This design comes from an exercise in tuning for small area and a short achievable clock period on the open sky130 flow, not from production work. At most, simulation tests tie the RTL to the original design; equivalence was not proved. Power figures rest on the tool's default switching activity, not on a simulated workload.

## JK
Design bit_population_counter, start of the top module:
module bit_population_counter #(
  parameter WIDTH                 = 256
) (
  input  logic                    clk_i,
  input  logic                    srst_i,
  input  logic [WIDTH-1:0]        data_i,
  input  logic                    data_val_i,
  output logic [$clog2(WIDTH):0]  data_o,
  output logic                    data_val_o
);
Settings: LEC_CHECK=0, CAP_MARGIN=20, CORE_MARGIN=2, CORE_UTILIZATION=40, CTS_BUF_LIST=sky130_fd_sc_hd__clkbuf_8, SLEW_MARGIN=20, SYNTH_HIERARCHICAL=1; clock period 11.0 ns.
standard.sh (not shown) runs the stock make flow with config.mk's settings and CLKGATE_MAP_FILE= SYNTH_SCRIPT=/design/flow/synth_recipe.tcl, a recipe that flattens the netlist after the stock synthesis.
==> flow/flow/run.sh <==
#!/bin/bash
# The standard layout (standard.sh), with plain buf_1 cells as the port buffers and a
# small clock tree. The make output goes to standard.log; each ORFS step logs to orfs/logs/.
set -euo pipefail
export BUFFER_PORTS_ARGS="-buffer_cell sky130_fd_sc_hd__buf_1"
export CTS_ARGS="-sink_clustering_enable -repair_clock_nets -dont_use_dummy_load -buf_list sky130_fd_sc_hd__clkbuf_8"
bash standard.sh > standard.log 2>&1
No stage failed in JK, and the final checks on the layout all came back clean.
What MS does differently from JK at the input level:
--- a/flow/design.v
+++ b/flow/design.v
@@ -10,20 +10,27 @@
 endmodule
 module pc_ha (
   input  logic a,
   input  logic b,
   output logic s,
   output logic co
 );
   assign s  = a ^ b;
   assign co = a & b;
 endmodule
+module pc_cpa (
+  input  logic [8:0] x,
+  output logic [8:0] s
+);
+  assign s = {1'b0, x[7], x[6], x[5], x[4], x[3], x[2], x[1], x[0]}
+           + {1'b0, 1'b0, 1'b0, 1'b0, 1'b0, 1'b0, 1'b0, 1'b0, x[8]};
+endmodule
 module bit_population_counter #(
   parameter WIDTH                 = 256
 ) (
   input  logic                    clk_i,
   input  logic                    srst_i,
   input  logic [WIDTH-1:0]        data_i,
   input  logic                    data_val_i,
   output logic [$clog2(WIDTH):0]  data_o,
   output logic                    data_val_o
 );
@@ -317,24 +324,23 @@
 assign cs_d[19] = c472;  
 always_ff @( posedge clk_i )
   cs_q <= cs_d;
 always_ff @( posedge clk_i )
   begin
     if( srst_i )
       data_val_o <= 1'b0;
     else
       data_val_o <= data_val_i;
   end
-  pc_fa u_s473 (.a(cs_q[6]), .b(cs_q[7]), .ci(cs_q[8]), .s(s473), .co(c474));
-  pc_ha u_s475 (.a(cs_q[12]), .b(cs_q[13]), .s(s475), .co(c476));
-  pc_ha u_s477 (.a(cs_q[16]), .b(cs_q[17]), .s(s477), .co(c478));
-  pc_ha u_s479 (.a(cs_q[9]), .b(cs_q[10]), .s(s479), .co(c480));
-  pc_fa u_s481 (.a(cs_q[14]), .b(cs_q[15]), .ci(s475), .s(s481), .co(c482));
-  pc_fa u_s483 (.a(cs_q[18]), .b(cs_q[19]), .ci(c476), .s(s483), .co(c484));
-  pc_ha u_s485 (.a(cs_q[3]), .b(cs_q[4]), .s(s485), .co(c486));
-  pc_fa u_s487 (.a(cs_q[11]), .b(s479), .ci(s473), .s(s487), .co(c488));
-  pc_fa u_s489 (.a(c480), .b(c474), .ci(s481), .s(s489), .co(c490));
-  pc_fa u_s491 (.a(s477), .b(c482), .ci(s483), .s(s491), .co(c492));
-  pc_ha u_s493 (.a(c478), .b(c484), .s(s493), .co(c494));
-assign data_o = {1'b0, c494, c492, c490, c488, c486, s485, cs_q[2], cs_q[0]}
-              + {1'b0, 1'b0, s493, s491, s489, s487, cs_q[5], 1'b0, cs_q[1]};
+  pc_fa u_s473 (.a(cs_q[3]), .b(cs_q[4]), .ci(cs_q[5]), .s(s473), .co(c474));
+  pc_fa u_s475 (.a(cs_q[6]), .b(cs_q[7]), .ci(cs_q[8]), .s(s475), .co(c476));
+  pc_fa u_s477 (.a(cs_q[9]), .b(cs_q[10]), .ci(cs_q[11]), .s(s477), .co(c478));
+  pc_fa u_s479 (.a(c474), .b(s475), .ci(s477), .s(s479), .co(c480));
+  pc_fa u_s481 (.a(cs_q[12]), .b(cs_q[13]), .ci(cs_q[14]), .s(s481), .co(c482));
+  pc_fa u_s483 (.a(cs_q[15]), .b(c476), .ci(c478), .s(s483), .co(c484));
+  pc_fa u_s485 (.a(s481), .b(c480), .ci(s483), .s(s485), .co(c486));
+  pc_fa u_s487 (.a(cs_q[16]), .b(cs_q[17]), .ci(cs_q[18]), .s(s487), .co(c488));
+  pc_fa u_s489 (.a(cs_q[19]), .b(c482), .ci(s487), .s(s489), .co(c490));
+  pc_fa u_s491 (.a(c484), .b(s489), .ci(c486), .s(s491), .co(c492));
+  pc_fa u_s493 (.a(c488), .b(c490), .ci(c492), .s(s493), .co(c494));
+  pc_cpa u_cpa (.x({cs_q[1], c494, s493, s491, s485, s479, s473, cs_q[2], cs_q[0]}), .s(data_o));
 endmodule
==> comparison <==
On highest cell delay on the worst timing path, JK tracks MS almost exactly. Compared to JK, MS has share of total power in combinational logic 0.6 points lower. MS and JK ended up with nearly the same share of layout cells above drive strength 1. Between MS and JK, the worst slack at placement is higher for JK. First-pass GRT wire length: MS vs JK up 2.3%. Fmax: MS vs JK — no meaningful difference. [compare] base=JK new=MS: register clock-pin slew on the reported worst setup and hold paths was more or less identical; transition time at the pin with the least slew margin went down by 0.046 ns; cell area after layout went down by 1.0%. Share of the final layout cell area in multi-input gates essentially unchanged between MS and JK. Synthesized netlist cell count was lower in the run labelled MS. Comparing MS and JK, the higher clock period minus worst slack was measured on MS.
For JK, only the layout was checked, not whether the RTL still works.

==> port drivers added, routing unchanged <==
Ports are ideal in the flow. The routed layouts listed here were re-timed in OpenROAD.
Step 1: set_driving_cell puts a clkbuf_16 on clk_i and a buf_2 on each other input, an assumption about the parent block.
Step 2, shift: input delay + t, output delay - t, t = (earliest + latest rising clock arrival at the registers) / 2. This alone moves slack from input paths to output paths.
Three values: no drivers, after step 1, after step 2; two values: the first two.
run | t, ns | slack for setup (ns) | hold slack, ns
JK | 0.282 | 5.287 / 5.287 / 5.005 | 2.093 / 2.091 / 2.373
MS | 0.285 | 5.283 / 5.288 / 5.003 | 2.148 / 2.148 / 2.433
After both steps setup and hold are still met in every run listed. The setup slack of JK, which loses most, moves by 0.000 ns with the drivers and by -0.282 ns with both steps.
